Source: an optimization exercise on an open RTL-to-GDS flow (aim: small area and a short achievable clock period). Production flows keep margins and buffers that such runs may drop. Where RTL was checked, it was by simulation tests only, not by an equivalence proof against the original. Power and IR drop assume default switching activity.

## v6
==> flow/design.v <==
module fp_add (
  input  logic        clk,
  input  logic        rst,
  input  logic        in_vld,
  input  logic [31:0] a,
  input  logic [31:0] b,
  output logic        sum_vld,
  output logic [31:0] sum
);
  localparam bit CUT1 = 1;   
  localparam bit CUT2 = 1;   
  localparam bit CUT3 = 1;   
  localparam bit CUT4 = 1;   
  localparam bit CUT5 = 1;   
  function automatic logic lt32(input logic [31:0] xa, input logic [31:0] ya);
    logic [31:0] g, e;
    integer w, i;
    g = ~xa & ya;
    e = ~(xa ^ ya);
    for (w = 1; w < 32; w = w * 2)
      for (i = 0; i + w < 32; i = i + 2 * w) begin
        g[i] = g[i + w] | (e[i + w] & g[i]);
        e[i] = e[i + w] & e[i];
      end
    lt32 = g[0];
  endfunction
  function automatic logic [7:0] sub8(input logic [7:0] xa, input logic [7:0] ya);
    logic [8:0] g, p;
    logic [7:0] h;
    integer w, i;
    h = xa ^ ~ya;
    g = {xa & ~ya, 1'b1};
    p = {h, 1'b0};
    for (w = 1; w < 9; w = w * 2)
      for (i = 8; i >= 0; i--)
        if ((i / w) % 2 == 1) begin
          g[i] = g[i] | (p[i] & g[(i / w) * w - 1]);
          p[i] = p[i] & p[(i / w) * w - 1];
        end
    sub8 = h ^ g[7:0];
  endfunction
  function automatic logic [24:0] psum25(input logic [24:0] gi, input logic [24:0] pi,
                                         input logic ci);
    logic [25:0] g, p;
    integer w, i;
    g = {gi, ci};
    p = {pi, 1'b0};
    for (w = 1; w < 26; w = w * 2)
      for (i = 25; i >= 0; i--)
        if ((i / w) % 2 == 1) begin
          g[i] = g[i] | (p[i] & g[(i / w) * w - 1]);
          p[i] = p[i] & p[(i / w) * w - 1];
        end
    psum25 = pi ^ g[24:0];
  endfunction
  logic        swap, sub, ls;
  logic [31:0] x, y;
  logic [8:0]  dab, dba;
  logic [7:0]  dd;
  assign dab  = {1'b0, a[30:23]} - {1'b0, b[30:23]};
  assign dba  = {1'b0, b[30:23]} - {1'b0, a[30:23]};
  assign swap = lt32({24'd0, a[30:23]}, {24'd0, b[30:23]});
  assign x    = swap ? b : a;
  assign y    = swap ? a : b;
  assign dd   = dab[8] ? dba[7:0] : dab[7:0];
  assign sub  = a[31] ^ b[31];
  assign ls   = sub & (a[30:23] == b[30:23]) & lt32({9'd0, a[22:0]}, {9'd0, b[22:0]});
  logic        v1, s1, sub1, ls1, far1;
  logic [7:0]  e1;
  logic [22:0] mq1, my1;   
  logic [4:0]  d1;
  if (CUT1) begin : g_cut1
    always_ff @(posedge clk) begin
      if (rst) v1 <= 1'b0;
      else     v1 <= in_vld;
      s1   <= ls ? b[31] : x[31];
      e1   <= x[30:23];
      mq1  <= a[22:0] ^ b[22:0];
      my1  <= y[22:0];
      d1   <= dd[4:0];
      far1 <= dd[7:5] != 3'd0;
      sub1 <= sub;
      ls1  <= ls;
    end
  end else begin : g_nocut1
    assign v1   = in_vld;
    assign s1   = ls ? b[31] : x[31];
    assign e1   = x[30:23];
    assign mq1  = a[22:0] ^ b[22:0];
    assign my1  = y[22:0];
    assign d1   = dd[4:0];
    assign far1 = dd[7:5] != 3'd0;
    assign sub1 = sub;
    assign ls1  = ls;
  end
  logic [23:0] ys;
  logic [24:0] xo, yo, gg, pp;
  logic [22:0] mx1;
  assign mx1 = mq1 ^ my1;   
  assign ys = far1 ? 24'd0 : ({1'b1, my1} >> d1);
  assign xo = {2'b01, mx1} ^ {25{ls1}};
  assign yo = {1'b0, ys} ^ {25{sub1 & ~ls1}};
  assign gg = xo & yo;
  assign pp = xo ^ yo;
  logic        v2, s2, c2;
  logic [7:0]  e2;
  logic [24:0] g2, p2;
  if (CUT2) begin : g_cut2
    always_ff @(posedge clk) begin
      if (rst) v2 <= 1'b0;
      else     v2 <= v1;
      s2 <= s1;
      e2 <= e1;
      g2 <= gg;
      p2 <= pp;
      c2 <= sub1;
    end
  end else begin : g_nocut2
    assign v2 = v1;
    assign s2 = s1;
    assign e2 = e1;
    assign g2 = gg;
    assign p2 = pp;
    assign c2 = sub1;
  end
  logic [24:0] u;
  assign u = psum25(g2, p2, c2);
  logic        v3, s3;
  logic [7:0]  e3;
  logic [24:0] u3;
  if (CUT3) begin : g_cut3
    always_ff @(posedge clk) begin
      if (rst) v3 <= 1'b0;
      else     v3 <= v2;
      s3 <= s2;
      e3 <= e2;
      u3 <= u;
    end
  end else begin : g_nocut3
    assign v3 = v2;
    assign s3 = s2;
    assign e3 = e2;
    assign u3 = u;
  end
  logic [24:0] n1, n2, n3;
  logic [2:0]  lzh;
  logic [3:0] z4;
  assign lzh[2] = u3[24:9] == 16'd0;
  assign lzh[1] = lzh[2] ? u3[8:1] == 8'd0 : u3[24:17] == 8'd0;
  assign z4     = {u3[24:21] == 4'd0, u3[16:13] == 4'd0, u3[8:5] == 4'd0, !u3[0]};
  assign lzh[0] = z4[~lzh[2:1]];
  assign n1     = lzh[2] ? {u3[8:0], 16'd0} : u3;
  assign n2     = lzh[1] ? {n1[16:0], 8'd0} : n1;
  assign n3     = lzh[0] ? {n2[20:0], 4'd0} : n2;
  logic        v4, s4;
  logic [7:0]  e4;
  logic [2:0]  lzh4;
  logic [24:0] n34;
  if (CUT4) begin : g_cut4
    always_ff @(posedge clk) begin
      if (rst) v4 <= 1'b0;
      else     v4 <= v3;
      s4  <= s3;
      e4   <= e3 + 8'd1;
      lzh4 <= lzh;
      n34  <= n3;
    end
  end else begin : g_nocut4
    assign v4  = v3;
    assign s4  = s3;
    assign e4   = e3 + 8'd1;
    assign lzh4 = lzh;
    assign n34  = n3;
  end
  logic [24:0] n4, n5;
  logic [1:0]  lzl;
  assign lzl[1] = n34[24:23] == 2'd0;
  assign n4     = lzl[1] ? {n34[22:0], 2'd0} : n34;
  assign lzl[0] = !n4[24];
  assign n5     = lzl[0] ? {n4[23:0], 1'b0} : n4;
  logic        nz;
  logic [31:0] res;
  assign nz  = n5[24];
  assign res = {s4 & nz, sub8(e4, {3'd0, lzh4, lzl}) & {8{nz}}, n5[23:1]};
  if (CUT5) begin : g_cut5
    always_ff @(posedge clk) begin
      if (rst) sum_vld <= 1'b0;
      else     sum_vld <= v4;
      sum <= res;
    end
  end else begin : g_nocut5
    assign sum_vld = v4;
    assign sum     = res;
  end
endmodule
export LEC_CHECK = 0
export ABC_AREA = 1
export CAP_MARGIN = 20
export CORE_MARGIN = 2
export CORE_UTILIZATION = 40
export CTS_BUF_LIST = sky130_fd_sc_hd__clkbuf_4 sky130_fd_sc_hd__clkbuf_8
export CTS_CLUSTER_DIAMETER = 50
export CTS_CLUSTER_SIZE = 16
export PLACE_DENSITY = 0.6
export SETUP_SLACK_MARGIN = 1.3
export SLEW_MARGIN = 20
create_clock -name core_clock -period 3.5 [get_ports {clk}]
standard.sh (not shown) runs the stock make flow with config.mk's settings and CLKGATE_MAP_FILE= SYNTH_SCRIPT=/design/flow/synth_recipe.tcl, a recipe that flattens the netlist after the stock synthesis.
==> flow/flow/run.sh <==
#!/bin/bash
# The standard layout, with the ports buffered by the smallest plain buffer
# (buf_1) instead of the delay buffer ORFS picks by default.
set -euo pipefail
bash standard.sh BUFFER_PORTS_ARGS="-buffer_cell sky130_fd_sc_hd__buf_1" finish > standard.log 2>&1
[inputs] v7 vs v6
-- flow/design.v --
<<< v6, line 66
  assign sub  = a[31] ^ b[31];
  assign ls   = sub & (a[30:23] == b[30:23]) & lt32({9'd0, a[22:0]}, {9'd0, b[22:0]});
  logic        v1, s1, sub1, ls1, far1;
  logic [7:0]  e1;
  logic [22:0] mq1, my1;   
  logic [4:0]  d1;
  if (CUT1) begin : g_cut1
>>> v7, line 66
  assign sub  = a[31] ^ b[31];
  assign ls   = sub & (a[30:23] == b[30:23]) & lt32({9'd0, a[22:0]}, {9'd0, b[22:0]});
  logic        v1, s1, sub1, ls1;
  logic [7:0]  e1;
  logic [22:0] mx1, my1;
  logic [4:0]  d1;
  if (CUT1) begin : g_cut1
<<< v6, line 76
      s1   <= ls ? b[31] : x[31];
      e1   <= x[30:23];
      mq1  <= a[22:0] ^ b[22:0];
      my1  <= y[22:0];
      d1   <= dd[4:0];
      far1 <= dd[7:5] != 3'd0;
      sub1 <= sub;
      ls1  <= ls;
>>> v7, line 76
      s1   <= ls ? b[31] : x[31];
      e1   <= x[30:23];
      mx1  <= x[22:0];
      my1  <= y[22:0];
      d1   <= (dd[7:5] != 3'd0) ? 5'd31 : dd[4:0];   
      sub1 <= sub;
      ls1  <= ls;
<<< v6, line 87
    assign s1   = ls ? b[31] : x[31];
    assign e1   = x[30:23];
    assign mq1  = a[22:0] ^ b[22:0];
    assign my1  = y[22:0];
    assign d1   = dd[4:0];
    assign far1 = dd[7:5] != 3'd0;
    assign sub1 = sub;
    assign ls1  = ls;
>>> v7, line 86
    assign s1   = ls ? b[31] : x[31];
    assign e1   = x[30:23];
    assign mx1  = x[22:0];
    assign my1  = y[22:0];
    assign d1   = (dd[7:5] != 3'd0) ? 5'd31 : dd[4:0];
    assign sub1 = sub;
    assign ls1  = ls;
<<< v6, line 96
  logic [23:0] ys;
  logic [24:0] xo, yo, gg, pp;
  logic [22:0] mx1;
  assign mx1 = mq1 ^ my1;   
  assign ys = far1 ? 24'd0 : ({1'b1, my1} >> d1);
  assign xo = {2'b01, mx1} ^ {25{ls1}};
  assign yo = {1'b0, ys} ^ {25{sub1 & ~ls1}};
>>> v7, line 94
  logic [23:0] ys;
  logic [24:0] xo, yo, gg, pp;
  assign ys = {1'b1, my1} >> d1;
  assign xo = {2'b01, mx1} ^ {25{ls1}};
  assign yo = {1'b0, ys} ^ {25{sub1 & ~ls1}};
### Flow results
v7 went all the way through synthesis, placement and routing and the layout is clean on timing, DRC and antenna.
Power improves in v7 relative to v6.
Going from v6 to v7, the global-route usage was found to have gone up by 0.57 points.
Compared with v6, in v7 first-iteration detailed-routing DRC count moved up; cell count after placement moved down; hold slack level.
No functional check of the RTL was part of any run of this note.

* * *

== old ==
fp_add, a different RTL version from the one above (not shown whole).
Size in the first run: ~1100 cells after synthesis, ~230 flip-flops, roughly 100 I/O pins, roughly 11000 um^2 of cells after synthesis.
==> flow/design.v (excerpt) <==
module fp_add (
  input  logic        clk,
  input  logic        rst,
  input  logic        in_vld,
  input  logic [31:0] a,
  input  logic [31:0] b,
  output logic        sum_vld,
  output logic [31:0] sum
);
==> module fp_add, before the edit <==
module fp_add (
  input  logic        clk,
  input  logic        rst,
  input  logic        in_vld,
  input  logic [31:0] a,
  input  logic [31:0] b,
  output logic        sum_vld,
  output logic [31:0] sum
);
  localparam bit CUT1 = 1;   
  localparam bit CUT2 = 1;   
  localparam bit CUT3 = 1;   
  localparam bit CUT4 = 1;   
  localparam bit CUT5 = 1;   
  function automatic logic lt32(input logic [31:0] xa, input logic [31:0] ya);
    logic [31:0] g, e;
    integer w, i;
    g = ~xa & ya;
    e = ~(xa ^ ya);
    for (w = 1; w < 32; w = w * 2)
      for (i = 0; i + w < 32; i = i + 2 * w) begin
        g[i] = g[i + w] | (e[i + w] & g[i]);
        e[i] = e[i + w] & e[i];
      end
    lt32 = g[0];
  endfunction
  function automatic logic [7:0] sub8(input logic [7:0] xa, input logic [7:0] ya);
    logic [8:0] g, p;
    logic [7:0] h;
    integer w, i;
    h = xa ^ ~ya;
    g = {xa & ~ya, 1'b1};
    p = {h, 1'b0};
    for (w = 1; w < 9; w = w * 2)
      for (i = 8; i >= 0; i--)
        if ((i / w) % 2 == 1) begin
          g[i] = g[i] | (p[i] & g[(i / w) * w - 1]);
          p[i] = p[i] & p[(i / w) * w - 1];
        end
    sub8 = h ^ g[7:0];
  endfunction
  function automatic logic [24:0] psum25(input logic [24:0] gi, input logic [24:0] pi,
                                         input logic ci);
    logic [25:0] g, p;
    integer w, i;
    g = {gi, ci};
    p = {pi, 1'b0};
    for (w = 1; w < 26; w = w * 2)
      for (i = 25; i >= 0; i--)
        if ((i / w) % 2 == 1) begin
          g[i] = g[i] | (p[i] & g[(i / w) * w - 1]);
          p[i] = p[i] & p[(i / w) * w - 1];
        end
    psum25 = pi ^ g[24:0];
  endfunction
  logic        swap, sub, ls;
  logic [31:0] x, y;
  logic [8:0]  dab, dba;
  logic [7:0]  dd;
  assign dab  = {1'b0, a[30:23]} - {1'b0, b[30:23]};
  assign dba  = {1'b0, b[30:23]} - {1'b0, a[30:23]};
  assign swap = lt32({24'd0, a[30:23]}, {24'd0, b[30:23]});
  assign x    = swap ? b : a;
  assign y    = swap ? a : b;
  assign dd   = dab[8] ? dba[7:0] : dab[7:0];
  assign sub  = a[31] ^ b[31];
  assign ls   = sub & (a[30:23] == b[30:23]) & lt32({9'd0, a[22:0]}, {9'd0, b[22:0]});
  logic        v1, s1, sub1, ls1, far1;
  logic [7:0]  e1;
  logic [22:0] mx1, my1;
  logic [4:0]  d1;
  if (CUT1) begin : g_cut1
    always_ff @(posedge clk) begin
      if (rst) v1 <= 1'b0;
      else     v1 <= in_vld;
      s1   <= ls ? b[31] : x[31];
      e1   <= x[30:23];
      mx1  <= x[22:0];
      my1  <= y[22:0];
      d1   <= dd[4:0];
      far1 <= dd[7:5] != 3'd0;
      sub1 <= sub;
      ls1  <= ls;
    end
  end else begin : g_nocut1
    assign v1   = in_vld;
    assign s1   = ls ? b[31] : x[31];
    assign e1   = x[30:23];
    assign mx1  = x[22:0];
    assign my1  = y[22:0];
    assign d1   = dd[4:0];
    assign far1 = dd[7:5] != 3'd0;
    assign sub1 = sub;
    assign ls1  = ls;
  end
  logic [23:0] ys;
  logic [24:0] xo, yo, gg, pp;
  assign ys = far1 ? 24'd0 : ({1'b1, my1} >> d1);
  assign xo = {2'b01, mx1} ^ {25{ls1}};
  assign yo = {1'b0, ys} ^ {25{sub1 & ~ls1}};
  assign gg = xo & yo;
  assign pp = xo ^ yo;
  logic        v2, s2, c2;
  logic [7:0]  e2;
  logic [24:0] g2, p2;
  if (CUT2) begin : g_cut2
    always_ff @(posedge clk) begin
      if (rst) v2 <= 1'b0;
      else     v2 <= v1;
      s2 <= s1;
      e2 <= e1;
      g2 <= gg;
      p2 <= pp;
      c2 <= sub1;
    end
  end else begin : g_nocut2
    assign v2 = v1;
    assign s2 = s1;
    assign e2 = e1;
    assign g2 = gg;
    assign p2 = pp;
    assign c2 = sub1;
  end
  logic [24:0] u;
  assign u = psum25(g2, p2, c2);
  logic        v3, s3;
  logic [7:0]  e3;
  logic [24:0] u3;
  if (CUT3) begin : g_cut3
    always_ff @(posedge clk) begin
      if (rst) v3 <= 1'b0;
      else     v3 <= v2;
      s3 <= s2;
      e3 <= e2;
      u3 <= u;
    end
  end else begin : g_nocut3
    assign v3 = v2;
    assign s3 = s2;
    assign e3 = e2;
    assign u3 = u;
  end
  logic [24:0] n1, n2, n3;
  logic [2:0]  lzh;
  assign lzh[2] = u3[24:9] == 16'd0;
  assign n1     = lzh[2] ? {u3[8:0], 16'd0} : u3;
  assign lzh[1] = n1[24:17] == 8'd0;
  assign n2     = lzh[1] ? {n1[16:0], 8'd0} : n1;
  assign lzh[0] = n2[24:21] == 4'd0;
  assign n3     = lzh[0] ? {n2[20:0], 4'd0} : n2;
  logic        v4, s4;
  logic [7:0]  e4;
  logic [2:0]  lzh4;
  logic [24:0] n34;
  if (CUT4) begin : g_cut4
    always_ff @(posedge clk) begin
      if (rst) v4 <= 1'b0;
      else     v4 <= v3;
      s4  <= s3;
      e4   <= e3 + 8'd1;
      lzh4 <= lzh;
      n34  <= n3;
    end
  end else begin : g_nocut4
    assign v4  = v3;
    assign s4  = s3;
    assign e4   = e3 + 8'd1;
    assign lzh4 = lzh;
    assign n34  = n3;
  end
  logic [24:0] n4, n5;
  logic [1:0]  lzl;
  assign lzl[1] = n34[24:23] == 2'd0;
  assign n4     = lzl[1] ? {n34[22:0], 2'd0} : n34;
  assign lzl[0] = !n4[24];
  assign n5     = lzl[0] ? {n4[23:0], 1'b0} : n4;
  logic        nz;
  logic [31:0] res;
  assign nz  = n5[24];
  assign res = {s4 & nz, sub8(e4, {3'd0, lzh4, lzl}) & {8{nz}}, n5[23:1]};
  if (CUT5) begin : g_cut5
    always_ff @(posedge clk) begin
      if (rst) sum_vld <= 1'b0;
      else     sum_vld <= v4;
      sum <= res;
    end
  end else begin : g_nocut5
    assign sum_vld = v4;
    assign sum     = res;
  end
endmodule
clock: 3.5 ns
lec_check: 0
cap_margin: 20
core_margin: 2
core_utilization: 40
cts_cluster_diameter: 80
cts_cluster_size: 30
place_density: 0.6
setup_slack_margin: 1.0
slew_margin: 20
Scripts as last shown in full above: flow/flow/run.sh
Setup changes, old to new
--- a/flow/design.v
+++ b/flow/design.v
@@ -24,21 +24,6 @@
       end
     lt32 = g[0];
   endfunction
-  function automatic logic [7:0] sub8(input logic [7:0] xa, input logic [7:0] ya);
-    logic [8:0] g, p;
-    logic [7:0] h;
-    integer w, i;
-    h = xa ^ ~ya;
-    g = {xa & ~ya, 1'b1};
-    p = {h, 1'b0};
-    for (w = 1; w < 9; w = w * 2)
-      for (i = 8; i >= 0; i--)
-        if ((i / w) % 2 == 1) begin
-          g[i] = g[i] | (p[i] & g[(i / w) * w - 1]);
-          p[i] = p[i] & p[(i / w) * w - 1];
-        end
-    sub8 = h ^ g[7:0];
-  endfunction
   function automatic logic [24:0] psum25(input logic [24:0] gi, input logic [24:0] pi,
                                          input logic ci);
     logic [25:0] g, p;
@@ -59,10 +44,10 @@
   logic [7:0]  dd;
   assign dab  = {1'b0, a[30:23]} - {1'b0, b[30:23]};
   assign dba  = {1'b0, b[30:23]} - {1'b0, a[30:23]};
-  assign swap = lt32({24'd0, a[30:23]}, {24'd0, b[30:23]});
+  assign swap = dab[8];
   assign x    = swap ? b : a;
   assign y    = swap ? a : b;
-  assign dd   = dab[8] ? dba[7:0] : dab[7:0];
+  assign dd   = swap ? dba[7:0] : dab[7:0];
   assign sub  = a[31] ^ b[31];
   assign ls   = sub & (a[30:23] == b[30:23]) & lt32({9'd0, a[22:0]}, {9'd0, b[22:0]});
   logic        v1, s1, sub1, ls1, far1;
@@ -177,7 +162,7 @@
   logic        nz;
   logic [31:0] res;
   assign nz  = n5[24];
-  assign res = {s4 & nz, sub8(e4, {3'd0, lzh4, lzl}) & {8{nz}}, n5[23:1]};
+  assign res = {s4 & nz, (e4 - {3'd0, lzh4, lzl}) & {8{nz}}, n5[23:1]};
   if (CUT5) begin : g_cut5
     always_ff @(posedge clk) begin
       if (rst) sum_vld <= 1'b0;
Notes after the runs:
new went all the way through the flow, and no timing, DRC or antenna check failed.
Compared with old, in new final critical-path required period has remained practically unchanged, count of multi-input combinational gates fell 6.1%, die area lower.
[compare] base=old new=new: pre-CTS setup slack went down by 150 ps; clock share of power went down by 0.5 points; final area was more or less identical; multi-input gate area in the final layout went down by 0.91%; worst setup slack was more or less identical.
Comparing new and old, the lower routing usage on met3 is on new.
The placer congestion estimate of old and that of new are within noise of each other.
| starting density of the core | new vs old | ≈ equal |

[static timing again, ports no longer ideal]
The results above use ideal ports. As a check the final layouts listed here were re-extracted and re-timed, cells and wires unchanged. Step 1 sets driving cells, clkbuf_16 on the clock port and buf_2 on the other inputs (assumed; they add their load-dependent delay and slew). Step 2 adds t to the input delays and takes it off the output delays; t is the mean of the earliest and latest rising clock arrival at the registers after step 1. Input paths then give back, and output paths get back, about the clock's delay inside the block. Slacks: ideal ports / drivers / drivers and shift; pairs: ideal ports / drivers.
| run | shift t [ns] | setup slack, ns | worst hold slack (ns) | pins driven straight from the clock port |
|---|---|---|---|---|
| v6 | 0.599 | 1.411 / 1.411 / 0.941 | 0.328 / 0.316 / 0.328 | 1 |
| v7 | 0.579 | 1.458 / 1.458 / 0.939 | 0.326 / 0.326 / 0.326 | 1 |
| old | 0.527 | 1.057 / 1.057 / 0.604 | 0.299 / 0.299 / 0.299 | 1 |
| new | 0.530 | 1.054 / 1.054 / 0.628 | 0.326 / 0.326 / 0.326 | 1 |
After both steps every run listed still meets setup and hold. The setup slack of v7, which loses most, moves by 0.000 ns with the drivers and by -0.519 ns with both steps.
